This is an optimization exercise on Yosys and OpenROAD, whose aim is small area and a short achievable clock period, not a production implementation. No functional check of the RTL was part of any run shown here. Power and IR drop assume default switching activity.

--- flow/config.mk ---
export PLATFORM = sky130hd
export DESIGN_NAME = axis_Gauss_1x5
export DESIGN_NICKNAME = axis_Gauss_1x5
export VERILOG_FILES = /design/flow/design.v
export SDC_FILE = /design/flow/constraint.sdc
export NUM_CORES = 4
export LEC_CHECK = 0
export CAP_MARGIN = 20
export CORE_MARGIN = 2
export CORE_UTILIZATION = 40
export SETUP_SLACK_MARGIN = 4.6
export SLEW_MARGIN = 20
export SYNTH_HIERARCHICAL = 1
export SYNTH_MINIMUM_KEEP_SIZE = 0
--- flow/constraint.sdc ---
create_clock -name core_clock -period 8.0 [get_ports {s_axis_aclk}]
set_input_delay 1.6000 -clock core_clock [delete_from_list [all_inputs] [get_ports {s_axis_aclk}]]
set_output_delay 1.6000 -clock core_clock [all_outputs]
set_load 0.01 [all_outputs]
--- flow/design.v ---
`timescale 1ns/1ns
module axis_Gauss_1x5 (
  input  logic       s_axis_aclk,
  input  logic       s_axis_arstn,
  input  logic [7:0] s_axis_tdata,
  input  logic       s_axis_tvalid,
  input  logic       s_axis_tlast,
  output logic [7:0] m_axis_tdata,
  output logic       m_axis_tvalid,
  output logic       m_axis_tlast
);
logic [7:0]  d1, d2, d3, d4;
logic        v1, v2, l1, l2;
logic [13:0] cnt;
logic [9:0] b;
always_ff @(posedge s_axis_aclk) begin
  d1 <= s_axis_tdata;
  d2 <= d1;
  d3 <= d2;
  d4 <= d3;
  v1 <= s_axis_tvalid;
  v2 <= v1;
  l1 <= s_axis_tlast;
  l2 <= l1;
  b <= bnext;
end
wire [14:0] cc;
wire [13:0] cs;
wire cc_lo;
assign cc[0] = s_axis_tvalid;
gha cnt_ha0 (.a(cnt[0]), .b(cc[0]), .s(cs[0]), .co(cc[1]));
gha cnt_ha1 (.a(cnt[1]), .b(cc[1]), .s(cs[1]), .co(cc[2]));
gha cnt_ha2 (.a(cnt[2]), .b(cc[2]), .s(cs[2]), .co(cc[3]));
gha cnt_ha3 (.a(cnt[3]), .b(cc[3]), .s(cs[3]), .co(cc[4]));
gha cnt_ha4 (.a(cnt[4]), .b(cc[4]), .s(cs[4]), .co(cc[5]));
gha cnt_ha5 (.a(cnt[5]), .b(cc[5]), .s(cs[5]), .co(cc[6]));
gha cnt_ha6 (.a(cnt[6]), .b(cc[6]), .s(cs[6]), .co(cc_lo));
gha cnt_ha7 (.a(cnt[7]), .b(cc[7]), .s(cs[7]), .co(cc[8]));
gha cnt_ha8 (.a(cnt[8]), .b(cc[8]), .s(cs[8]), .co(cc[9]));
gha cnt_ha9 (.a(cnt[9]), .b(cc[9]), .s(cs[9]), .co(cc[10]));
gha cnt_ha10 (.a(cnt[10]), .b(cc[10]), .s(cs[10]), .co(cc[11]));
gha cnt_ha11 (.a(cnt[11]), .b(cc[11]), .s(cs[11]), .co(cc[12]));
gha cnt_ha12 (.a(cnt[12]), .b(cc[12]), .s(cs[12]), .co(cc[13]));
gha cnt_ha13 (.a(cnt[13]), .b(cc[13]), .s(cs[13]), .co(cc[14]));
assign cc[7] = s_axis_tvalid & (&cnt[6:0]);
always_ff @(posedge s_axis_aclk) begin
  if (!s_axis_arstn || s_axis_tlast)
    cnt <= '0;
  else
    cnt <= cs;
end
wire edge_pt = (cnt[13:1] == 13'd1);
wire [7:0] x0 = s_axis_tdata;
wire h1_s, h1_c;
gha h1 (.a(d1[0]), .b(d2[1]), .s(h1_s), .co(h1_c));
wire f2_s, f2_c;
gfa f2 (.a(d1[1]), .b(d2[2]), .c(h1_c), .s(f2_s), .co(f2_c));
wire f3_s, f3_c;
gfa f3 (.a(d1[2]), .b(d2[3]), .c(f2_c), .s(f3_s), .co(f3_c));
wire f4_s, f4_c;
gfa f4 (.a(d1[3]), .b(d2[4]), .c(x0[4]), .s(f4_s), .co(f4_c));
wire f5_s, f5_c;
gfa f5 (.a(d1[4]), .b(d2[5]), .c(x0[5]), .s(f5_s), .co(f5_c));
wire f6_s, f6_c;
gfa f6 (.a(d1[5]), .b(d2[6]), .c(x0[6]), .s(f6_s), .co(f6_c));
wire f7_s, f7_c;
gfa f7 (.a(d1[6]), .b(d2[7]), .c(x0[7]), .s(f7_s), .co(f7_c));
wire h8_s, h8_c;
gha h8 (.a(d2[0]), .b(x0[0]), .s(h8_s), .co(h8_c));
wire h9_s, h9_c;
gha h9 (.a(h1_s), .b(x0[1]), .s(h9_s), .co(h9_c));
wire h10_s, h10_c;
gha h10 (.a(f2_s), .b(x0[2]), .s(h10_s), .co(h10_c));
wire h11_s, h11_c;
gha h11 (.a(x0[3]), .b(f3_s), .s(h11_s), .co(h11_c));
wire h12_s, h12_c;
gha h12 (.a(f3_c), .b(f4_s), .s(h12_s), .co(h12_c));
wire h13_s, h13_c;
gha h13 (.a(f4_c), .b(f5_s), .s(h13_s), .co(h13_c));
wire h14_s, h14_c;
gha h14 (.a(f5_c), .b(f6_s), .s(h14_s), .co(h14_c));
wire h15_s, h15_c;
gha h15 (.a(f6_c), .b(f7_s), .s(h15_s), .co(h15_c));
wire h16_s, h16_c;
gha h16 (.a(d1[7]), .b(f7_c), .s(h16_s), .co(h16_c));
wire q17_x;
g_ao21 q17 (.a(h9_c), .b(h9_s), .c(h8_c), .x(q17_x));
wire q18_x;
g_and2 q18 (.a(h9_s), .b(h8_s), .x(q18_x));
wire q19_x;
g_ao21 q19 (.a(h11_c), .b(h11_s), .c(h10_c), .x(q19_x));
wire q20_x;
g_and2 q20 (.a(h11_s), .b(h10_s), .x(q20_x));
wire q21_x;
g_ao21 q21 (.a(h13_c), .b(h13_s), .c(h12_c), .x(q21_x));
wire q22_x;
g_and2 q22 (.a(h13_s), .b(h12_s), .x(q22_x));
wire q23_x;
g_ao21 q23 (.a(h15_c), .b(h15_s), .c(h14_c), .x(q23_x));
wire q24_x;
g_and2 q24 (.a(h15_s), .b(h14_s), .x(q24_x));
wire q25_x;
g_ao21 q25 (.a(h10_c), .b(h10_s), .c(q17_x), .x(q25_x));
wire q26_x;
g_and2 q26 (.a(h10_s), .b(q18_x), .x(q26_x));
wire q27_x;
g_ao21 q27 (.a(q19_x), .b(q20_x), .c(q17_x), .x(q27_x));
wire q28_x;
g_and2 q28 (.a(q20_x), .b(q18_x), .x(q28_x));
wire q29_x;
g_ao21 q29 (.a(h14_c), .b(h14_s), .c(q21_x), .x(q29_x));
wire q30_x;
g_and2 q30 (.a(h14_s), .b(q22_x), .x(q30_x));
wire q31_x;
g_ao21 q31 (.a(q23_x), .b(q24_x), .c(q21_x), .x(q31_x));
wire q32_x;
g_and2 q32 (.a(q24_x), .b(q22_x), .x(q32_x));
wire q33_x;
g_ao21 q33 (.a(h12_c), .b(h12_s), .c(q27_x), .x(q33_x));
wire q34_x;
g_and2 q34 (.a(h12_s), .b(q28_x), .x(q34_x));
wire q35_x;
g_ao21 q35 (.a(q21_x), .b(q22_x), .c(q27_x), .x(q35_x));
wire q36_x;
g_and2 q36 (.a(q22_x), .b(q28_x), .x(q36_x));
wire q37_x;
g_ao21 q37 (.a(q29_x), .b(q30_x), .c(q27_x), .x(q37_x));
wire q38_x;
g_and2 q38 (.a(q30_x), .b(q28_x), .x(q38_x));
wire q39_x;
g_ao21 q39 (.a(q31_x), .b(q32_x), .c(q27_x), .x(q39_x));
wire q40_x;
g_and2 q40 (.a(q32_x), .b(q28_x), .x(q40_x));
wire q41_x;
g_ao21 q41 (.a(h16_c), .b(h16_s), .c(q39_x), .x(q41_x));
wire q42_x;
g_and2 q42 (.a(h16_s), .b(q40_x), .x(q42_x));
wire q43_x;
g_xor2 q43 (.a(h9_s), .b(h8_c), .x(q43_x));
wire q44_x;
g_xor2 q44 (.a(h10_s), .b(q17_x), .x(q44_x));
wire q45_x;
g_xor2 q45 (.a(h11_s), .b(q25_x), .x(q45_x));
wire q46_x;
g_xor2 q46 (.a(h12_s), .b(q27_x), .x(q46_x));
wire q47_x;
g_xor2 q47 (.a(h13_s), .b(q33_x), .x(q47_x));
wire q48_x;
g_xor2 q48 (.a(h14_s), .b(q35_x), .x(q48_x));
wire q49_x;
g_xor2 q49 (.a(h15_s), .b(q37_x), .x(q49_x));
wire q50_x;
g_xor2 q50 (.a(h16_s), .b(q39_x), .x(q50_x));
wire q51_x;
g_xor2 q51 (.a(1'b0), .b(q41_x), .x(q51_x));
wire [9:0] bnext = {q51_x, q50_x, q49_x, q48_x, q47_x, q46_x, q45_x, q44_x, q43_x, h8_s};
wire h52_s, h52_c;
gha h52 (.a(d4[1]), .b(d2[0]), .s(h52_s), .co(h52_c));
wire f53_s, f53_c;
gfa f53 (.a(d4[2]), .b(d2[1]), .c(d2[0]), .s(f53_s), .co(f53_c));
wire i54 = ~d4[0];
wire f55_s, f55_c;
gfa f55 (.a(i54), .b(h52_c), .c(f53_s), .s(f55_s), .co(f55_c));
wire h56_s, h56_c;
gha h56 (.a(x0[2]), .b(f55_s), .s(h56_s), .co(h56_c));
wire i57 = ~d2[2];
wire f58_s, f58_c;
gfa f58 (.a(d4[3]), .b(d4[1]), .c(i57), .s(f58_s), .co(f58_c));
wire i59 = ~f58_s;
wire f60_s, f60_c;
gfa f60 (.a(d2[1]), .b(f53_c), .c(i59), .s(f60_s), .co(f60_c));
wire i61 = ~x0[1];
wire f62_s, f62_c;
gfa f62 (.a(x0[3]), .b(i61), .c(f55_c), .s(f62_s), .co(f62_c));
wire h63_s, h63_c;
gha h63 (.a(f60_s), .b(h56_c), .s(h63_s), .co(h63_c));
wire f64_s, f64_c;
gfa f64 (.a(b[0]), .b(d4[4]), .c(d2[3]), .s(f64_s), .co(f64_c));
wire i65 = ~d4[2];
wire f66_s, f66_c;
gfa f66 (.a(i65), .b(d2[2]), .c(d4[3]), .s(f66_s), .co(f66_c));
wire i67 = ~f58_c;
wire f68_s, f68_c;
gfa f68 (.a(i67), .b(f64_s), .c(f66_s), .s(f68_s), .co(f68_c));
wire i69 = ~x0[2];
wire f70_s, f70_c;
gfa f70 (.a(x0[4]), .b(i69), .c(f60_c), .s(f70_s), .co(f70_c));
wire f71_s, f71_c;
gfa f71 (.a(f68_s), .b(f62_c), .c(h63_c), .s(f71_s), .co(f71_c));
wire f72_s, f72_c;
gfa f72 (.a(b[1]), .b(d4[3]), .c(b[0]), .s(f72_s), .co(f72_c));
wire f73_s, f73_c;
gfa f73 (.a(d4[5]), .b(d4[0]), .c(d2[4]), .s(f73_s), .co(f73_c));
wire f74_s, f74_c;
gfa f74 (.a(d2[3]), .b(f64_c), .c(f66_c), .s(f74_s), .co(f74_c));
wire i75 = ~f72_s;
wire f76_s, f76_c;
gfa f76 (.a(i75), .b(f73_s), .c(x0[5]), .s(f76_s), .co(f76_c));
wire i77 = ~x0[3];
wire f78_s, f78_c;
gfa f78 (.a(i77), .b(x0[0]), .c(f74_s), .s(f78_s), .co(f78_c));
wire f79_s, f79_c;
gfa f79 (.a(f68_c), .b(f76_s), .c(f70_c), .s(f79_s), .co(f79_c));
wire h80_s, h80_c;
gha h80 (.a(f78_s), .b(f71_c), .s(h80_s), .co(h80_c));
wire f81_s, f81_c;
gfa f81 (.a(d4[6]), .b(d4[1]), .c(d2[5]), .s(f81_s), .co(f81_c));
wire i82 = ~d2[4];
wire f83_s, f83_c;
gfa f83 (.a(b[2]), .b(d4[4]), .c(i82), .s(f83_s), .co(f83_c));
wire i84 = ~f72_c;
wire f85_s, f85_c;
gfa f85 (.a(i84), .b(f73_c), .c(f81_s), .s(f85_s), .co(f85_c));
wire i86 = ~x0[6];
wire f87_s, f87_c;
gfa f87 (.a(f83_s), .b(i86), .c(x0[4]), .s(f87_s), .co(f87_c));
wire f88_s, f88_c;
gfa f88 (.a(x0[1]), .b(f74_c), .c(f85_s), .s(f88_s), .co(f88_c));
wire i89 = ~f87_s;
wire f90_s, f90_c;
gfa f90 (.a(f76_c), .b(i89), .c(f78_c), .s(f90_s), .co(f90_c));
wire f91_s, f91_c;
gfa f91 (.a(f88_s), .b(f79_c), .c(f90_s), .s(f91_s), .co(f91_c));
wire f92_s, f92_c;
gfa f92 (.a(d4[7]), .b(d4[2]), .c(d2[6]), .s(f92_s), .co(f92_c));
wire i93 = ~d2[5];
wire f94_s, f94_c;
gfa f94 (.a(b[3]), .b(d4[5]), .c(i93), .s(f94_s), .co(f94_c));
wire i95 = ~f83_c;
wire f96_s, f96_c;
gfa f96 (.a(f81_c), .b(i95), .c(f92_s), .s(f96_s), .co(f96_c));
wire i97 = ~x0[7];
wire f98_s, f98_c;
gfa f98 (.a(f94_s), .b(i97), .c(x0[5]), .s(f98_s), .co(f98_c));
wire f99_s, f99_c;
gfa f99 (.a(x0[2]), .b(f85_c), .c(f96_s), .s(f99_s), .co(f99_c));
wire i100 = ~f88_c;
wire f101_s, f101_c;
gfa f101 (.a(f87_c), .b(f98_s), .c(i100), .s(f101_s), .co(f101_c));
wire i102 = ~f101_s;
wire f103_s, f103_c;
gfa f103 (.a(f99_s), .b(f90_c), .c(i102), .s(f103_s), .co(f103_c));
wire f104_s, f104_c;
gfa f104 (.a(b[0]), .b(d4[3]), .c(d2[7]), .s(f104_s), .co(f104_c));
wire i105 = ~d2[6];
wire f106_s, f106_c;
gfa f106 (.a(b[4]), .b(d4[6]), .c(i105), .s(f106_s), .co(f106_c));
wire i107 = ~f94_c;
wire f108_s, f108_c;
gfa f108 (.a(f92_c), .b(i107), .c(f104_s), .s(f108_s), .co(f108_c));
wire f109_s, f109_c;
gfa f109 (.a(f106_s), .b(x0[6]), .c(i77), .s(f109_s), .co(f109_c));
wire i110 = ~f98_c;
wire f111_s, f111_c;
gfa f111 (.a(f96_c), .b(f108_s), .c(i110), .s(f111_s), .co(f111_c));
wire i112 = ~f109_s;
wire f113_s, f113_c;
gfa f113 (.a(i112), .b(f99_c), .c(f111_s), .s(f113_s), .co(f113_c));
wire h114_s, h114_c;
gha h114 (.a(f113_s), .b(f103_c), .s(h114_s), .co(h114_c));
wire f115_s, f115_c;
gfa f115 (.a(b[1]), .b(d4[4]), .c(d2[7]), .s(f115_s), .co(f115_c));
wire i116 = ~f104_c;
wire f117_s, f117_c;
gfa f117 (.a(b[5]), .b(d4[7]), .c(i116), .s(f117_s), .co(f117_c));
wire i118 = ~f115_s;
wire f119_s, f119_c;
gfa f119 (.a(f106_c), .b(i118), .c(x0[7]), .s(f119_s), .co(f119_c));
wire i120 = ~f117_s;
wire f121_s, f121_c;
gfa f121 (.a(x0[4]), .b(f108_c), .c(i120), .s(f121_s), .co(f121_c));
wire i122 = ~f121_s;
wire f123_s, f123_c;
gfa f123 (.a(f109_c), .b(f119_s), .c(i122), .s(f123_s), .co(f123_c));
wire i124 = ~f123_s;
wire f125_s, f125_c;
gfa f125 (.a(f111_c), .b(i124), .c(f113_c), .s(f125_s), .co(f125_c));
wire i126 = ~b[6];
wire f127_s, f127_c;
gfa f127 (.a(i126), .b(b[2]), .c(d4[5]), .s(f127_s), .co(f127_c));
wire f128_s, f128_c;
gfa f128 (.a(f115_c), .b(f127_s), .c(x0[5]), .s(f128_s), .co(f128_c));
wire i129 = ~f128_s;
wire f130_s, f130_c;
gfa f130 (.a(f117_c), .b(f119_c), .c(i129), .s(f130_s), .co(f130_c));
wire i131 = ~f121_c;
wire f132_s, f132_c;
gfa f132 (.a(i131), .b(f130_s), .c(f123_c), .s(f132_s), .co(f132_c));
wire f133_s, f133_c;
gfa f133 (.a(b[7]), .b(b[3]), .c(d4[6]), .s(f133_s), .co(f133_c));
wire f134_s, f134_c;
gfa f134 (.a(f127_c), .b(f133_s), .c(x0[6]), .s(f134_s), .co(f134_c));
wire i135 = ~f130_c;
wire f136_s, f136_c;
gfa f136 (.a(f128_c), .b(f134_s), .c(i135), .s(f136_s), .co(f136_c));
wire f137_s, f137_c;
gfa f137 (.a(b[8]), .b(b[4]), .c(d4[7]), .s(f137_s), .co(f137_c));
wire i138 = ~b[7];
wire f139_s, f139_c;
gfa f139 (.a(i138), .b(f133_c), .c(f137_s), .s(f139_s), .co(f139_c));
wire f140_s, f140_c;
gfa f140 (.a(x0[7]), .b(f139_s), .c(f134_c), .s(f140_s), .co(f140_c));
wire i141 = ~b[8];
wire f142_s, f142_c;
gfa f142 (.a(b[9]), .b(b[5]), .c(i141), .s(f142_s), .co(f142_c));
wire f143_s, f143_c;
gfa f143 (.a(f137_c), .b(f142_s), .c(f139_c), .s(f143_s), .co(f143_c));
wire i144 = ~b[9];
wire f145_s, f145_c;
gfa f145 (.a(b[6]), .b(i144), .c(f142_c), .s(f145_s), .co(f145_c));
wire i146 = ~x0[0];
wire i147 = ~f101_c;
wire i148 = ~f132_s;
wire i149 = ~f132_c;
wire q150_x;
g_and2 q150 (.a(d4[0]), .b(x0[0]), .x(q150_x));
wire q151_x;
g_or2 q151 (.a(d4[0]), .b(x0[0]), .x(q151_x));
wire q152_x;
g_and2 q152 (.a(h52_s), .b(x0[1]), .x(q152_x));
wire q153_x;
g_or2 q153 (.a(h52_s), .b(x0[1]), .x(q153_x));
wire q154_x;
g_and2 q154 (.a(i146), .b(h56_s), .x(q154_x));
wire q155_x;
g_or2 q155 (.a(i146), .b(h56_s), .x(q155_x));
wire q156_x;
g_and2 q156 (.a(f62_s), .b(h63_s), .x(q156_x));
wire q157_x;
g_or2 q157 (.a(f62_s), .b(h63_s), .x(q157_x));
wire q158_x;
g_and2 q158 (.a(f70_s), .b(f71_s), .x(q158_x));
wire q159_x;
g_or2 q159 (.a(f70_s), .b(f71_s), .x(q159_x));
wire q160_x;
g_and2 q160 (.a(f79_s), .b(h80_s), .x(q160_x));
wire q161_x;
g_or2 q161 (.a(f79_s), .b(h80_s), .x(q161_x));
wire q162_x;
g_and2 q162 (.a(h80_c), .b(f91_s), .x(q162_x));
wire q163_x;
g_or2 q163 (.a(h80_c), .b(f91_s), .x(q163_x));
wire q164_x;
g_ao21 q164 (.a(q152_x), .b(q153_x), .c(q150_x), .x(q164_x));
wire q165_x;
g_ao21 q165 (.a(q154_x), .b(q155_x), .c(q164_x), .x(q165_x));
wire q166_x;
g_ao21 q166 (.a(q156_x), .b(q157_x), .c(q165_x), .x(q166_x));
wire q167_x;
g_ao21 q167 (.a(q158_x), .b(q159_x), .c(q166_x), .x(q167_x));
wire q168_x;
g_ao21 q168 (.a(q160_x), .b(q161_x), .c(q167_x), .x(q168_x));
wire q169_x;
g_ao21 q169 (.a(q162_x), .b(q163_x), .c(q168_x), .x(q169_x));
wire h170_s, h170_c;
gha h170 (.a(f143_s), .b(f140_c), .s(h170_s), .co(h170_c));
wire h171_s, h171_c;
gha h171 (.a(f145_s), .b(f143_c), .s(h171_s), .co(h171_c));
wire h172_s, h172_c;
gha h172 (.a(i138), .b(f145_c), .s(h172_s), .co(h172_c));
wire h173_s, h173_c;
gha h173 (.a(i141), .b(b[7]), .s(h173_s), .co(h173_c));
wire h174_s, h174_c;
gha h174 (.a(i144), .b(b[8]), .s(h174_s), .co(h174_c));
wire q175_x;
g_ao21 q175 (.a(h171_c), .b(h171_s), .c(h170_c), .x(q175_x));
wire q176_x;
g_and2 q176 (.a(h171_s), .b(h170_s), .x(q176_x));
wire q177_x;
g_ao21 q177 (.a(h173_c), .b(h173_s), .c(h172_c), .x(q177_x));
wire q178_x;
g_and2 q178 (.a(h173_s), .b(h172_s), .x(q178_x));
wire q179_x;
g_ao21 q179 (.a(h172_c), .b(h172_s), .c(q175_x), .x(q179_x));
wire q180_x;
g_and2 q180 (.a(h172_s), .b(q176_x), .x(q180_x));
wire q181_x;
g_ao21 q181 (.a(q177_x), .b(q178_x), .c(q175_x), .x(q181_x));
wire q182_x;
g_and2 q182 (.a(q178_x), .b(q176_x), .x(q182_x));
wire q183_x;
g_ao21 q183 (.a(h174_c), .b(h174_s), .c(q181_x), .x(q183_x));
wire q184_x;
g_and2 q184 (.a(h174_s), .b(q182_x), .x(q184_x));
wire q185_x;
g_xor2 q185 (.a(h171_s), .b(h170_c), .x(q185_x));
wire q186_x;
g_xor2 q186 (.a(h172_s), .b(q175_x), .x(q186_x));
wire q187_x;
g_xor2 q187 (.a(h173_s), .b(q179_x), .x(q187_x));
wire q188_x;
g_xor2 q188 (.a(h174_s), .b(q181_x), .x(q188_x));
wire q189_x;
g_or2 q189 (.a(f91_c), .b(f103_s), .x(q189_x));
wire q190_x;
g_and2 q190 (.a(f91_c), .b(f103_s), .x(q190_x));
wire q191_x;
g_or2 q191 (.a(i147), .b(h114_s), .x(q191_x));
wire q192_x;
g_and2 q192 (.a(i147), .b(h114_s), .x(q192_x));
wire q193_x;
g_or2 q193 (.a(h114_c), .b(f125_s), .x(q193_x));
wire q194_x;
g_and2 q194 (.a(h114_c), .b(f125_s), .x(q194_x));
wire h195_s, h195_c;
gha h195 (.a(i148), .b(f125_c), .s(h195_s), .co(h195_c));
wire h196_s, h196_c;
gha h196 (.a(f136_s), .b(i149), .s(h196_s), .co(h196_c));
wire h197_s, h197_c;
gha h197 (.a(f140_s), .b(f136_c), .s(h197_s), .co(h197_c));
wire [10:0] ua = {q188_x, q187_x, q186_x, q185_x, h170_s, h197_s, h196_s, h195_s, q193_x, q191_x, q189_x};
wire [10:0] ub = {1'b0, 1'b0, 1'b0, 1'b0, 1'b0, h197_c, h196_c, h195_c, q194_x, q192_x, q190_x};
wire uc = q169_x;
logic [10:0] oa, ob;
logic oc;
logic       ept;
always_ff @(posedge s_axis_aclk) begin
  oa <= ua;
  ob <= ub;
  oc <= uc;
  ept <= edge_pt;
  m_axis_tvalid <= v2;
  m_axis_tlast  <= l2 & ~edge_pt;
end
assign m_axis_tdata = {(ept ? d3[7] : oa[10]) ^ (~ept & (1'b0 | oa[9] & 1'b0 | oa[9] & oa[8] & 1'b0 | oa[9] & oa[8] & oa[7] & 1'b0 | oa[9] & oa[8] & oa[7] & oa[6] & ob[5] | oa[9] & oa[8] & oa[7] & oa[6] & oa[5] & ob[4] | oa[9] & oa[8] & oa[7] & oa[6] & oa[5] & oa[4] & ob[3] | oa[9] & oa[8] & oa[7] & oa[6] & oa[5] & oa[4] & oa[3] & ob[2] | oa[9] & oa[8] & oa[7] & oa[6] & oa[5] & oa[4] & oa[3] & oa[2] & ob[1] | oa[9] & oa[8] & oa[7] & oa[6] & oa[5] & oa[4] & oa[3] & oa[2] & oa[1] & ob[0] | oa[9] & oa[8] & oa[7] & oa[6] & oa[5] & oa[4] & oa[3] & oa[2] & oa[1] & oa[0] & oc)), (ept ? d3[6] : oa[9]) ^ (~ept & (1'b0 | oa[8] & 1'b0 | oa[8] & oa[7] & 1'b0 | oa[8] & oa[7] & oa[6] & ob[5] | oa[8] & oa[7] & oa[6] & oa[5] & ob[4] | oa[8] & oa[7] & oa[6] & oa[5] & oa[4] & ob[3] | oa[8] & oa[7] & oa[6] & oa[5] & oa[4] & oa[3] & ob[2] | oa[8] & oa[7] & oa[6] & oa[5] & oa[4] & oa[3] & oa[2] & ob[1] | oa[8] & oa[7] & oa[6] & oa[5] & oa[4] & oa[3] & oa[2] & oa[1] & ob[0] | oa[8] & oa[7] & oa[6] & oa[5] & oa[4] & oa[3] & oa[2] & oa[1] & oa[0] & oc)), (ept ? d3[5] : oa[8]) ^ (~ept & (1'b0 | oa[7] & 1'b0 | oa[7] & oa[6] & ob[5] | oa[7] & oa[6] & oa[5] & ob[4] | oa[7] & oa[6] & oa[5] & oa[4] & ob[3] | oa[7] & oa[6] & oa[5] & oa[4] & oa[3] & ob[2] | oa[7] & oa[6] & oa[5] & oa[4] & oa[3] & oa[2] & ob[1] | oa[7] & oa[6] & oa[5] & oa[4] & oa[3] & oa[2] & oa[1] & ob[0] | oa[7] & oa[6] & oa[5] & oa[4] & oa[3] & oa[2] & oa[1] & oa[0] & oc)), (ept ? d3[4] : oa[7]) ^ (~ept & (1'b0 | oa[6] & ob[5] | oa[6] & oa[5] & ob[4] | oa[6] & oa[5] & oa[4] & ob[3] | oa[6] & oa[5] & oa[4] & oa[3] & ob[2] | oa[6] & oa[5] & oa[4] & oa[3] & oa[2] & ob[1] | oa[6] & oa[5] & oa[4] & oa[3] & oa[2] & oa[1] & ob[0] | oa[6] & oa[5] & oa[4] & oa[3] & oa[2] & oa[1] & oa[0] & oc)), (ept ? d3[3] : oa[6]) ^ (~ept & (ob[5] | oa[5] & ob[4] | oa[5] & oa[4] & ob[3] | oa[5] & oa[4] & oa[3] & ob[2] | oa[5] & oa[4] & oa[3] & oa[2] & ob[1] | oa[5] & oa[4] & oa[3] & oa[2] & oa[1] & ob[0] | oa[5] & oa[4] & oa[3] & oa[2] & oa[1] & oa[0] & oc)), (ept ? d3[2] : oa[5]) ^ (~ept & (ob[4] | oa[4] & ob[3] | oa[4] & oa[3] & ob[2] | oa[4] & oa[3] & oa[2] & ob[1] | oa[4] & oa[3] & oa[2] & oa[1] & ob[0] | oa[4] & oa[3] & oa[2] & oa[1] & oa[0] & oc)), (ept ? d3[1] : oa[4]) ^ (~ept & (ob[3] | oa[3] & ob[2] | oa[3] & oa[2] & ob[1] | oa[3] & oa[2] & oa[1] & ob[0] | oa[3] & oa[2] & oa[1] & oa[0] & oc)), (ept ? d3[0] : oa[3]) ^ (~ept & (ob[2] | oa[2] & ob[1] | oa[2] & oa[1] & ob[0] | oa[2] & oa[1] & oa[0] & oc))};
endmodule
module g_or2 (
  input  logic a,
  input  logic b,
  output logic x
);
assign x = a | b;
endmodule
module g_and2 (
  input  logic a,
  input  logic b,
  output logic x
);
assign x = a & b;
endmodule
module g_xor2 (
  input  logic a,
  input  logic b,
  output logic x
);
assign x = a ^ b;
endmodule
module g_ao21 (
  input  logic a,
  input  logic b,
  input  logic c,
  output logic x
);
assign x = a | (b & c);
endmodule
module gha (
  input  logic a,
  input  logic b,
  output logic s,
  output logic co
);
assign s  = a ^ b;
assign co = a & b;
endmodule
module gfa (
  input  logic a,
  input  logic b,
  input  logic c,
  output logic s,
  output logic co
);
assign s  = a ^ b ^ c;
assign co = (a & b) | (a & c) | (b & c);
endmodule
--- flow/flow/run.sh ---
#!/bin/bash
# Layout flow: the standard flow, with plain buffers on the ports and a clock
# tree of small buffers without dummy loads.
export BUFFER_PORTS_ARGS="-buffer_cell sky130_fd_sc_hd__buf_2"
export CTS_ARGS="-sink_clustering_enable -repair_clock_nets -dont_use_dummy_load -buf_list \"sky130_fd_sc_hd__clkbuf_4 sky130_fd_sc_hd__clkbuf_8\""
bash standard.sh > standard.log 2>&1
--- flow/standard.sh ---
#!/bin/bash
# synth_recipe.tcl (not shown) runs the flow's synth.tcl, then flattens the netlist and writes it again
# the make line also repeats each setting of config.mk as NAME=value (left out here)
make -C /OpenROAD-flow-scripts/flow DESIGN_CONFIG=/design/flow/config.mk WORK_HOME=/design/flow/orfs CLKGATE_MAP_FILE= SYNTH_SCRIPT=/design/flow/synth_recipe.tcl "${@:-finish}"
==> results of run 1 <==
==> registers in the layout, summed over array words and instances, names as in the netlist <==
signal / flops
l1: 1
v1: 1
v2: 1
oc: 1
d4: 8
oa: 11
d1: 8
ob: 6
m_axis_tlast: 1
l2: 1
cnt: 14
d3: 8
d2: 8
ept: 1
m_axis_tvalid: 1
b: 10
==> modules after synthesis, one instance, submodules excluded <==
module / flip-flops and latches / times used / cells inside
axis_Gauss_1x5: 81 / 1 / 193
gfa: 0 / 61 / 1
gha: 0 / 37 / 1
g_xor2: 0 / 13 / 1
g_ao21: 0 / 23 / 1
g_and2: 0 / 16 / 1
g_or2: 0 / 9 / 1
==> layer usage <==
layer / GRT usage, % / up-vias / share of wire, %
li1: - / 1200 / -
met1: 18.6 / 1218 / 47
met2: 25.4 / 19 / 50
met3: 3.38 / 8 / 2.3
met4: 5.22 / 0 / 1.1
met5: 0 / - / 0
==> timing repair <==
item | 4_1_cts | 5_1_grt
setup endpoints to repair | 9 | 11
gates resized for setup | 19 | 15
hold buffers | 0 | 0
hold endpoints to repair | 0 | 0
pin swaps | 6 | 10
buffers inserted | 6 | 0
==> path summary, 6_finish.rpt <==
check / endpoint / slack (ps) / cells after the start
hold / removal: m_axis_tvalid$_DFF_P_ / 310 / 0
hold reg to reg: m_axis_tvalid$_DFF_P_ / 310 / 0
setup / recovery: oc$_DFF_P_ / 4590 / 8
setup reg to reg: oc$_DFF_P_ / 4740 / 8
==> report_power, final <==
group          internal [mW]  total, mW  switching, mW
Clock                  0.101      0.224          0.124
Combinational          0.491      0.969          0.478
Sequential             0.507      0.586         0.0790
Total                   1.10       1.78          0.681
==> kinds of logic after synthesis <==
kind of cell    count (synthesis)
fa+ha+maj                      98
flops                          81
simple gates                   74
compound gates                 41
buf+inv                        40
xor+xnor                       17
other cells                     1
==> layout make-up <==
cell class / instances / area [um^2]
Clock buffer: 9 / 124
Fill cell: 947 / 5540
Inverter: 38 / 153
Multi-Input combinational cell: 231 / 2620
Sequential cell: 81 / 1640
Tap cell: 136 / 170
Timing Repair Buffer: 27 / 171
==> synth_stat cells <==
cell type | instances | area [um^2]
or3_2 | 1 | 7.51
a21o_1 | 23 | 173
a21oi_2 | 1 | 8.76
nand2_1 | 9 | 33.8
o21a_1 | 2 | 15.0
nand3_1 | 6 | 30.0
ha_1 | 37 | 463
nand4_1 | 4 | 25.0
dfxtp_1 | 81 | 1620
o31ai_1 | 2 | 15.0
o211ai_1 | 1 | 7.51
a21boi_0 | 1 | 7.51
o21ai_0 | 7 | 35.0
and3_1 | 1 | 6.26
clkbuf_1 | 1 | 3.75
nor2b_1 | 2 | 12.5
nor3_1 | 3 | 15.0
xor2_1 | 17 | 149
or4_1 | 2 | 15.0
o41ai_1 | 1 | 8.76
a21oi_1 | 2 | 10.0
and2_1 | 30 | 188
nor2_1 | 4 | 15.0
or2_1 | 9 | 56.3
fa_1 | 61 | 1220
nor4_1 | 2 | 12.5
o21ai_2 | 1 | 8.76
conb_1 | 1 | 3.75
dlygate4sd1_1 | 1 | 8.76
and2b_2 | 1 | 8.76
inv_1 | 38 | 143
==> critical path: stages <==
cell and delay (ps):
buf_8 120, inv_8 30, fa_2 530, inv_2 40
fa_2 520, fa_1 420, or2_1 220, a21o_1 150
==> impl_metrics.env, run 1 <==
export IMPL_outcome="no timing/DRC/antenna violations"
export IMPL_wire_per_inst_um=14.4
export IMPL_via_count=2445
export IMPL_setup_tns_ps=0
export IMPL_clk_latency_ps=360
export IMPL_pre_cts_slack_ps=4130
export IMPL_ir_drop_uv=242
export IMPL_timing_fmax_mhz=294
export IMPL_worst_slew_pin_slew_ps=717
export IMPL_cts_sinks=81
export IMPL_setup_viol=0
export IMPL_grt_pass1_wl_um=13100
export IMPL_syn_inst=352
export IMPL_io_buffers=21
export IMPL_antenna_cells=0
export IMPL_synth_top_family_by_area="adder cells"
export IMPL_p_per_area_mw_per_mm2=365
export IMPL_hold_path_class="register to register"
export IMPL_holdWs_ps=314
export IMPL_slew_limit_headroom_pct=52.1
export IMPL_drt_pass1_iter_count=4
export IMPL_r2r_start="d4[2]$_DFF_P_"
export IMPL_setup_slack_ps=4590
export IMPL_grt_overflow_total=0
export IMPL_final_period_utilization_pct=42.6
export IMPL_ys_seq_area_share_pct=37.5
export IMPL_period_minus_slack_ps=3410
export IMPL_die_area_mm2=0.0117
export IMPL_syn_num_nets=462
export IMPL_dpl_hpwl_um=6200
export IMPL_via_per_inst=4.68
export IMPL_core_mm2=0.0104
export IMPL_die_h_um=108
export IMPL_critPathMaxFanout=5
export IMPL_cp_startpoint="s_axis_tdata[6]"
export IMPL_hp_start="v2$_DFF_P_"
export IMPL_htree_levels=3
export IMPL_ys_types=31
export IMPL_design_power_total_mw=1.78
export IMPL_initial_utilization_pct=41.5
export IMPL_nNetsFinal=498
export IMPL_synth_mux_area_share_pct=0
export IMPL_maxCapViolCount=0
export IMPL_worstSetupEndpointType="register"
export IMPL_dp_cells=507
export IMPL_placed_area_mm2=0.00461
export IMPL_antenna_found_initial=0
export IMPL_worstPathArrival_ps=3630
export IMPL_drv_slew=0
export IMPL_drc=0
export IMPL_numCtsBuffers=9
export IMPL_startpoint_type="input port"
export IMPL_synth_xor_area_share_pct=3.44
export IMPL_drt_initial_drc_count=73
export IMPL_synth_simple_gate_area_share_pct=9.83
export IMPL_power_leakage_nw=2.31
export IMPL_rows=37
export IMPL_grt_max_degree=18
export IMPL_track_usage_pct=14.9
export IMPL_avgSynthCellArea_um2=12.3
export IMPL_path_clk_slew_ps=90
export IMPL_ios=22
export IMPL_fin_util_pct=46.8
export IMPL_netlist_area_mm2=0.00433
export IMPL_postLayoutCellArea_mm2=0.00488
export IMPL_synth_seq_cells=81
export IMPL_gp_congestion=0.828
export IMPL_die_w_um=108
export IMPL_syn2layout_area_growth_pct=12.7
export IMPL_cts_buffer_depth=2
export IMPL_yosys_warnings=7
export IMPL_root_buffer="clkbuf_8"
export IMPL_drive_gt1_share_pct=16.6
export IMPL_final_cell_mix="74 x dfxtp_1, 54 x fa_1, 37 x ha_1"
export IMPL_first_global_vias=2701
export IMPL_finalHoldViolations=0
export IMPL_cts_tree="built"
export IMPL_final_instance_count_excl_fill=522
export IMPL_fin_skew_ps=24.9
export IMPL_synth_compound_area_share_pct=6.68
export IMPL_synthAdderAreaFrac_pct=38.9
export IMPL_required_ps=8230
export IMPL_routed_wl_um=7500
export IMPL_grt_setup_unrepaired="true"
export IMPL_criticalPathCategory="input port to register"
export IMPL_antenna_left=0
export IMPL_layout_commonest_cell="dfxtp_1"
==> run 2: changes to the inputs <==
--- a/flow/design.v
+++ b/flow/design.v
@@ -313,104 +313,114 @@
 wire i148 = ~f132_s;
 wire i149 = ~f132_c;
 wire q150_x;
-g_and2 q150 (.a(d4[0]), .b(x0[0]), .x(q150_x));
+g_nand2 q150 (.a(d4[0]), .b(x0[0]), .x(q150_x));
 wire q151_x;
-g_or2 q151 (.a(d4[0]), .b(x0[0]), .x(q151_x));
+g_nor2 q151 (.a(d4[0]), .b(x0[0]), .x(q151_x));
 wire q152_x;
-g_and2 q152 (.a(h52_s), .b(x0[1]), .x(q152_x));
+g_nand2 q152 (.a(h52_s), .b(x0[1]), .x(q152_x));
 wire q153_x;
-g_or2 q153 (.a(h52_s), .b(x0[1]), .x(q153_x));
+g_nor2 q153 (.a(h52_s), .b(x0[1]), .x(q153_x));
 wire q154_x;
-g_and2 q154 (.a(i146), .b(h56_s), .x(q154_x));
+g_nand2 q154 (.a(i146), .b(h56_s), .x(q154_x));
 wire q155_x;
-g_or2 q155 (.a(i146), .b(h56_s), .x(q155_x));
+g_nor2 q155 (.a(i146), .b(h56_s), .x(q155_x));
 wire q156_x;
-g_and2 q156 (.a(f62_s), .b(h63_s), .x(q156_x));
+g_nand2 q156 (.a(f62_s), .b(h63_s), .x(q156_x));
 wire q157_x;
-g_or2 q157 (.a(f62_s), .b(h63_s), .x(q157_x));
+g_nor2 q157 (.a(f62_s), .b(h63_s), .x(q157_x));
 wire q158_x;
-g_and2 q158 (.a(f70_s), .b(f71_s), .x(q158_x));
+g_nand2 q158 (.a(f70_s), .b(f71_s), .x(q158_x));
 wire q159_x;
-g_or2 q159 (.a(f70_s), .b(f71_s), .x(q159_x));
+g_nor2 q159 (.a(f70_s), .b(f71_s), .x(q159_x));
 wire q160_x;
-g_and2 q160 (.a(f79_s), .b(h80_s), .x(q160_x));
+g_nand2 q160 (.a(f79_s), .b(h80_s), .x(q160_x));
 wire q161_x;
-g_or2 q161 (.a(f79_s), .b(h80_s), .x(q161_x));
+g_nor2 q161 (.a(f79_s), .b(h80_s), .x(q161_x));
 wire q162_x;
-g_and2 q162 (.a(h80_c), .b(f91_s), .x(q162_x));
+g_nand2 q162 (.a(h80_c), .b(f91_s), .x(q162_x));
 wire q163_x;
-g_or2 q163 (.a(h80_c), .b(f91_s), .x(q163_x));
+g_nor2 q163 (.a(h80_c), .b(f91_s), .x(q163_x));
 wire q164_x;
-g_ao21 q164 (.a(q152_x), .b(q153_x), .c(q150_x), .x(q164_x));
+g_oai21 q164 (.a(q153_x), .b(q150_x), .c(q152_x), .x(q164_x));
 wire q165_x;
-g_ao21 q165 (.a(q154_x), .b(q155_x), .c(q164_x), .x(q165_x));
+g_inv q165 (.a(q164_x), .x(q165_x));
 wire q166_x;
-g_ao21 q166 (.a(q156_x), .b(q157_x), .c(q165_x), .x(q166_x));
+g_oai21 q166 (.a(q155_x), .b(q165_x), .c(q154_x), .x(q166_x));
 wire q167_x;
-g_ao21 q167 (.a(q158_x), .b(q159_x), .c(q166_x), .x(q167_x));
+g_inv q167 (.a(q166_x), .x(q167_x));
 wire q168_x;
-g_ao21 q168 (.a(q160_x), .b(q161_x), .c(q167_x), .x(q168_x));
+g_oai21 q168 (.a(q157_x), .b(q167_x), .c(q156_x), .x(q168_x));
 wire q169_x;
-g_ao21 q169 (.a(q162_x), .b(q163_x), .c(q168_x), .x(q169_x));
-wire h170_s, h170_c;
-gha h170 (.a(f143_s), .b(f140_c), .s(h170_s), .co(h170_c));
-wire h171_s, h171_c;
-gha h171 (.a(f145_s), .b(f143_c), .s(h171_s), .co(h171_c));
-wire h172_s, h172_c;
-gha h172 (.a(i138), .b(f145_c), .s(h172_s), .co(h172_c));
-wire h173_s, h173_c;
-gha h173 (.a(i141), .b(b[7]), .s(h173_s), .co(h173_c));
-wire h174_s, h174_c;
-gha h174 (.a(i144), .b(b[8]), .s(h174_s), .co(h174_c));
-wire q175_x;
-g_ao21 q175 (.a(h171_c), .b(h171_s), .c(h170_c), .x(q175_x));
-wire q176_x;
-g_and2 q176 (.a(h171_s), .b(h170_s), .x(q176_x));
-wire q177_x;
-g_ao21 q177 (.a(h173_c), .b(h173_s), .c(h172_c), .x(q177_x));
-wire q178_x;
-g_and2 q178 (.a(h173_s), .b(h172_s), .x(q178_x));
-wire q179_x;
-g_ao21 q179 (.a(h172_c), .b(h172_s), .c(q175_x), .x(q179_x));
+g_inv q169 (.a(q168_x), .x(q169_x));
+wire q170_x;
+g_oai21 q170 (.a(q159_x), .b(q169_x), .c(q158_x), .x(q170_x));
+wire q171_x;
+g_inv q171 (.a(q170_x), .x(q171_x));
+wire q172_x;
+g_oai21 q172 (.a(q161_x), .b(q171_x), .c(q160_x), .x(q172_x));
+wire q173_x;
+g_inv q173 (.a(q172_x), .x(q173_x));
+wire q174_x;
+g_oai21 q174 (.a(q163_x), .b(q173_x), .c(q162_x), .x(q174_x));
+wire h175_s, h175_c;
+gha h175 (.a(f143_s), .b(f140_c), .s(h175_s), .co(h175_c));
+wire h176_s, h176_c;
+gha h176 (.a(f145_s), .b(f143_c), .s(h176_s), .co(h176_c));
+wire h177_s, h177_c;
+gha h177 (.a(i138), .b(f145_c), .s(h177_s), .co(h177_c));
+wire h178_s, h178_c;
+gha h178 (.a(i141), .b(b[7]), .s(h178_s), .co(h178_c));
+wire h179_s, h179_c;
+gha h179 (.a(i144), .b(b[8]), .s(h179_s), .co(h179_c));
 wire q180_x;
-g_and2 q180 (.a(h172_s), .b(q176_x), .x(q180_x));
+g_ao21 q180 (.a(h176_c), .b(h176_s), .c(h175_c), .x(q180_x));
 wire q181_x;
-g_ao21 q181 (.a(q177_x), .b(q178_x), .c(q175_x), .x(q181_x));
+g_and2 q181 (.a(h176_s), .b(h175_s), .x(q181_x));
 wire q182_x;
-g_and2 q182 (.a(q178_x), .b(q176_x), .x(q182_x));
+g_ao21 q182 (.a(h178_c), .b(h178_s), .c(h177_c), .x(q182_x));
 wire q183_x;
-g_ao21 q183 (.a(h174_c), .b(h174_s), .c(q181_x), .x(q183_x));
+g_and2 q183 (.a(h178_s), .b(h177_s), .x(q183_x));
 wire q184_x;
-g_and2 q184 (.a(h174_s), .b(q182_x), .x(q184_x));
+g_ao21 q184 (.a(h177_c), .b(h177_s), .c(q180_x), .x(q184_x));
 wire q185_x;
-g_xor2 q185 (.a(h171_s), .b(h170_c), .x(q185_x));
+g_and2 q185 (.a(h177_s), .b(q181_x), .x(q185_x));
 wire q186_x;
-g_xor2 q186 (.a(h172_s), .b(q175_x), .x(q186_x));
+g_ao21 q186 (.a(q182_x), .b(q183_x), .c(q180_x), .x(q186_x));
 wire q187_x;
-g_xor2 q187 (.a(h173_s), .b(q179_x), .x(q187_x));
+g_and2 q187 (.a(q183_x), .b(q181_x), .x(q187_x));
 wire q188_x;
-g_xor2 q188 (.a(h174_s), .b(q181_x), .x(q188_x));
+g_ao21 q188 (.a(h179_c), .b(h179_s), .c(q186_x), .x(q188_x));
 wire q189_x;
-g_or2 q189 (.a(f91_c), .b(f103_s), .x(q189_x));
+g_and2 q189 (.a(h179_s), .b(q187_x), .x(q189_x));
 wire q190_x;
-g_and2 q190 (.a(f91_c), .b(f103_s), .x(q190_x));
+g_xor2 q190 (.a(h176_s), .b(h175_c), .x(q190_x));
 wire q191_x;
-g_or2 q191 (.a(i147), .b(h114_s), .x(q191_x));
+g_xor2 q191 (.a(h177_s), .b(q180_x), .x(q191_x));
 wire q192_x;
-g_and2 q192 (.a(i147), .b(h114_s), .x(q192_x));
+g_xor2 q192 (.a(h178_s), .b(q184_x), .x(q192_x));
 wire q193_x;
-g_or2 q193 (.a(h114_c), .b(f125_s), .x(q193_x));
+g_xor2 q193 (.a(h179_s), .b(q186_x), .x(q193_x));
 wire q194_x;
-g_and2 q194 (.a(h114_c), .b(f125_s), .x(q194_x));
-wire h195_s, h195_c;
-gha h195 (.a(i148), .b(f125_c), .s(h195_s), .co(h195_c));
-wire h196_s, h196_c;
-gha h196 (.a(f136_s), .b(i149), .s(h196_s), .co(h196_c));
-wire h197_s, h197_c;
-gha h197 (.a(f140_s), .b(f136_c), .s(h197_s), .co(h197_c));
-wire [10:0] ua = {q188_x, q187_x, q186_x, q185_x, h170_s, h197_s, h196_s, h195_s, q193_x, q191_x, q189_x};
-wire [10:0] ub = {1'b0, 1'b0, 1'b0, 1'b0, 1'b0, h197_c, h196_c, h195_c, q194_x, q192_x, q190_x};
-wire uc = q169_x;
+g_or2 q194 (.a(f91_c), .b(f103_s), .x(q194_x));
+wire q195_x;
+g_and2 q195 (.a(f91_c), .b(f103_s), .x(q195_x));
+wire q196_x;
+g_or2 q196 (.a(i147), .b(h114_s), .x(q196_x));
+wire q197_x;
+g_and2 q197 (.a(i147), .b(h114_s), .x(q197_x));
+wire q198_x;
+g_or2 q198 (.a(h114_c), .b(f125_s), .x(q198_x));
+wire q199_x;
+g_and2 q199 (.a(h114_c), .b(f125_s), .x(q199_x));
+wire h200_s, h200_c;
+gha h200 (.a(i148), .b(f125_c), .s(h200_s), .co(h200_c));
+wire h201_s, h201_c;
+gha h201 (.a(f136_s), .b(i149), .s(h201_s), .co(h201_c));
+wire h202_s, h202_c;
+gha h202 (.a(f140_s), .b(f136_c), .s(h202_s), .co(h202_c));
+wire [10:0] ua = {q193_x, q192_x, q191_x, q190_x, h175_s, h202_s, h201_s, h200_s, q198_x, q196_x, q194_x};
+wire [10:0] ub = {1'b0, 1'b0, 1'b0, 1'b0, 1'b0, h202_c, h201_c, h200_c, q199_x, q197_x, q195_x};
+wire uc = q174_x;
 logic [10:0] oa, ob;
 logic oc;
 logic       ept;
@@ -431,6 +441,34 @@
 );
 assign x = a | b;
 endmodule
+module g_inv (
+  input  logic a,
+  output logic x
+);
+assign x = ~a;
+endmodule
+module g_nand2 (
+  input  logic a,
+  input  logic b,
+  output logic x
+);
+assign x = ~(a & b);
+endmodule
+module g_nor2 (
+  input  logic a,
+  input  logic b,
+  output logic x
+);
+assign x = ~(a | b);
+endmodule
+module g_oai21 (
+  input  logic a,
+  input  logic b,
+  input  logic c,
+  output logic x
+);
+assign x = ~((a | b) & c);
+endmodule
 module g_and2 (
   input  logic a,
   input  logic b,
==> run 2 against run 1 <==
Against the previous run:
- wire length up 2.4%
- die area down 0.65%
- clock skew up 1.8 ps
- utilization up 0.44 points
- still clean on timing, DRC and antenna
- critical endpoint is now m_axis_tdata[7]
==> impl_metrics.env, run 2 <==
export IMPL_outcome="no timing/DRC/antenna violations"
export IMPL_slew_limit_headroom_pct=54.1
export IMPL_syn_num_nets=467
export IMPL_ys_types=32
export IMPL_p_per_area_mw_per_mm2=374
export IMPL_drv_slew=0
export IMPL_gp_congestion=0.829
export IMPL_clkPwrFrac_pct=12.2
export IMPL_first_global_vias=2718
export IMPL_drive_gt1_share_pct=16.5
export IMPL_track_usage_pct=15.1
export IMPL_dpl_hpwl_um=6370
export IMPL_clk_latency_ps=340
export IMPL_die_w_um=108
export IMPL_via_per_inst=4.71
export IMPL_core_mm2=0.0104
export IMPL_final_seq_area_mm2=0.00163
export IMPL_drt_initial_drc_count=62
export IMPL_avgSynthCellArea_um2=12.0
export IMPL_hold_path_class="register to register"
export IMPL_antenna_cells=0
export IMPL_required_ps=6400
export IMPL_timing_fmax_mhz=294
export IMPL_maxCapViolCount=0
export IMPL_hold_depth=0
export IMPL_die_area_mm2=0.0116
export IMPL_postLayoutCellArea_mm2=0.00490
export IMPL_netlist_top_cells_area="dfxtp_1 38%, fa_1 28%, ha_1 11%"
export IMPL_setup_tns_ps=0
export IMPL_placed_area_mm2=0.00458
export IMPL_nFillCells=949
export IMPL_holdWs_ps=334
export IMPL_yosys_warnings=7
export IMPL_ys_seq_area_share_pct=37.7
export IMPL_final_period_utilization_pct=42.5
export IMPL_grt_pass1_wl_um=13100
export IMPL_synthTopCellsByCount="81 x dfxtp_1, 61 x fa_1, 43 x inv_1, 37 x ha_1, 23 x and2_1"
export IMPL_cts_tree="built"
export IMPL_htree_levels=3
export IMPL_setup_viol=0
export IMPL_worstPathArrival_ps=1800
export IMPL_finalHoldViolations=0
export IMPL_power_internal_mw=1.12
export IMPL_numCtsBuffers=9
export IMPL_routed_wl_um=7680
export IMPL_synth_top_area_share_pct=37.7
export IMPL_via_count=2494
export IMPL_largest_register_ffs=14
export IMPL_rows=37
export IMPL_initial_utilization_pct=41.5
export IMPL_synth_top_area_cell="dfxtp_1"
export IMPL_antenna_left=0
export IMPL_power_switching_uw=713
export IMPL_netlist_area_mm2=0.00430
export IMPL_syn2layout_area_growth_pct=14.0
export IMPL_holdBufCountCts=0
export IMPL_synth_edf_count=0
export IMPL_grt_max_degree=18
export IMPL_ys_async_sr_fraction_pct=0
export IMPL_cts_buffer_depth=2
export IMPL_multi_input_area_mm2=0.00261
export IMPL_pwr_share_seq_pct=31.7
export IMPL_p_sw_share_pct=39.0
export IMPL_power_leakage_nw=2.31
export IMPL_layout_commonest_cell="dfxtp_1"
export IMPL_top_regs="cnt x14, oa x11, b x10"
export IMPL_nNetsFinal=505
export IMPL_drt_pass1_iter_count=4
export IMPL_ir_drop_uv=257
export IMPL_worst_slew_pin_slew_ps=687
export IMPL_path_clk_slew_ps=90
export IMPL_fin_skew_ps=26.7
export IMPL_cts_sinks=81
export IMPL_top_register="cnt"
export IMPL_grt_setup_unrepaired="true"
export IMPL_wire_per_inst_um=14.5
export IMPL_comb_power_share_pct=56.1
export IMPL_startpoint_type="register"
export IMPL_antenna_found_initial=0
export IMPL_root_buffer="clkbuf_8"
export IMPL_worstSetupEndpointType="primary output"
export IMPL_die_h_um=108
export IMPL_critPathMaxFanout=3
export IMPL_drc=0
export IMPL_final_cell_mix="77 x dfxtp_1, 55 x fa_1, 41 x inv_1"
export IMPL_criticalPathCategory="register to primary output"
export IMPL_io_buffers=21
export IMPL_synth_seq_cells=81
export IMPL_grt_overflow_total=0
export IMPL_syn_inst=357
export IMPL_period_minus_slack_ps=3400
export IMPL_synthMostInstantiatedCell="dfxtp_1"
export IMPL_synth_flop_cell="dfxtp_1"
export IMPL_ios=22
export IMPL_worstRegToRegCells=8
[run 2: worst paths after layout]
| check | startpoint | end | slack (ps) |
|---|---|---|---|
| min | v1$_DFF_P_ | v2$_DFF_P_ | 330 |
| min reg2reg | v1$_DFF_P_ | v2$_DFF_P_ | 330 |
| max reg2reg | d4[3]$_DFF_P_ | oa[2]$_DFF_P_ | 4760 |
| max | oa[1]$_DFF_P_ | m_axis_tdata[7] | 4600 |
[run 2: power groups by stage]
stage,clock [mW],sequential (mW),combinational [mW]
after floorplan,0,0.561,0.708
after global placement,0,0.583,0.920
after detailed placement,0,0.584,0.937
after CTS,0.231,0.581,0.974
after global routing,0.248,0.594,1.20
final,0.223,0.581,1.03
[run 2: through the flow]
stage / utilization [%] / cells / setup slack, ps / power (mW)
finish: 47.3 / 529 / 4600 / 1.83
global placement: 44.2 / 512 / 4270 / 1.50
global route: 47.3 / 529 / 4520 / 2.04
floorplan: - / 357 / 4510 / 1.27
detailed placement: 44.2 / 512 / 4210 / 1.52
CTS: 46.1 / 524 / 4550 / 1.79
[run 2: modules after synthesis (local to each module, per instance), excerpt]
module,cells,copies in the design,flops+latches,cell area [um^2]
g_and2,1,9,0,6.26
g_ao21,1,17,0,7.51
g_inv,1,5,0,3.75
g_nand2,1,7,0,3.75
g_nor2,1,6,0,3.75
g_oai21,1,6,0,5.00
g_or2,1,3,0,6.26
g_xor2,1,13,0,8.76
gfa,1,61,0,20.0
gha,1,37,0,12.5
[run 2: cell families after synthesis]
family                     after synthesis  share of synthesized area [%]
AOI/OAI and AO/OA                       41                           6.37
xor gates and xnor gates                17                           3.46
adders and majority gates               98                           39.2
buffers and inverters                   45                           4.05
DFF                                     81                           37.7
other                                    1                         0.0872
and+or+nand+nor                         74                           9.14
[run 2: cell type report]
class	count	share of cell area, %
well taps	136	3.47
repair buffers	29	4.06
inverters	43	3.34
multi-input cells	231	53.3
flip-flops and latches	81	33.3
clock buffers	9	2.53
[run 2: repair_timing]
action,in CTS,in global routing
setup endpoints to repair,8,11
setup buffers,3,5
pin swaps,3,16
resized for setup,17,18
[run 2: critical path, cell delays in order (launching register included)]
cell     delay [ps]
dfxtp_2         350
a21oi_2          70
buf_4           140
a21oi_4         200
o21ai_2          80
or4_1           410
nand3_2         110
buf_6           100
[run 2: layer usage]
| metal | wire length, um | GRT usage (%) |
|---|---|---|
| met5 | 0 | 0 |
| met4 | 165 | 6.32 |
| met3 | 177 | 2.85 |
| met2 | 3860 | 26.1 |
| met1 | 3480 | 18.3 |

-- afterwards: timing with drivers on the ports --
No port has a modelled driver above. Below, the same layouts with a new extraction and two added sets of constraints.
Step 1: set_driving_cell puts a clkbuf_16 on s_axis_aclk and a buf_2 on each other input, an assumption about the parent block.
Step 2 adds t to the input delays and takes it off the output delays; t is the mean of the earliest and latest rising clock arrival at the registers after step 1. Input paths then give back, and output paths get back, about the clock's delay inside the block.
Slacks: ideal / step 1 / step 2; pairs: ideal / step 1.
| run | t (ns) | slack for setup (ns) | hold slack, ns | latest minus earliest clock arrival (ns) | worst slew at a driven data input, ns |
|---|---|---|---|---|---|
| run 1 | 0.371 | 4.595 / 4.570 / 4.199 | 0.314 / 0.314 / 0.314 | 0.030 / 0.029 | 0.05 |
| run 2 | 0.364 | 4.596 / 4.564 / 4.211 | 0.334 / 0.334 / 0.334 | 0.039 / 0.039 | 0.06 |
After both steps setup and hold are still met in every run listed. For run 1, which loses most, drivers alone change the setup slack by -0.025 ns; drivers and shift together by -0.396 ns.
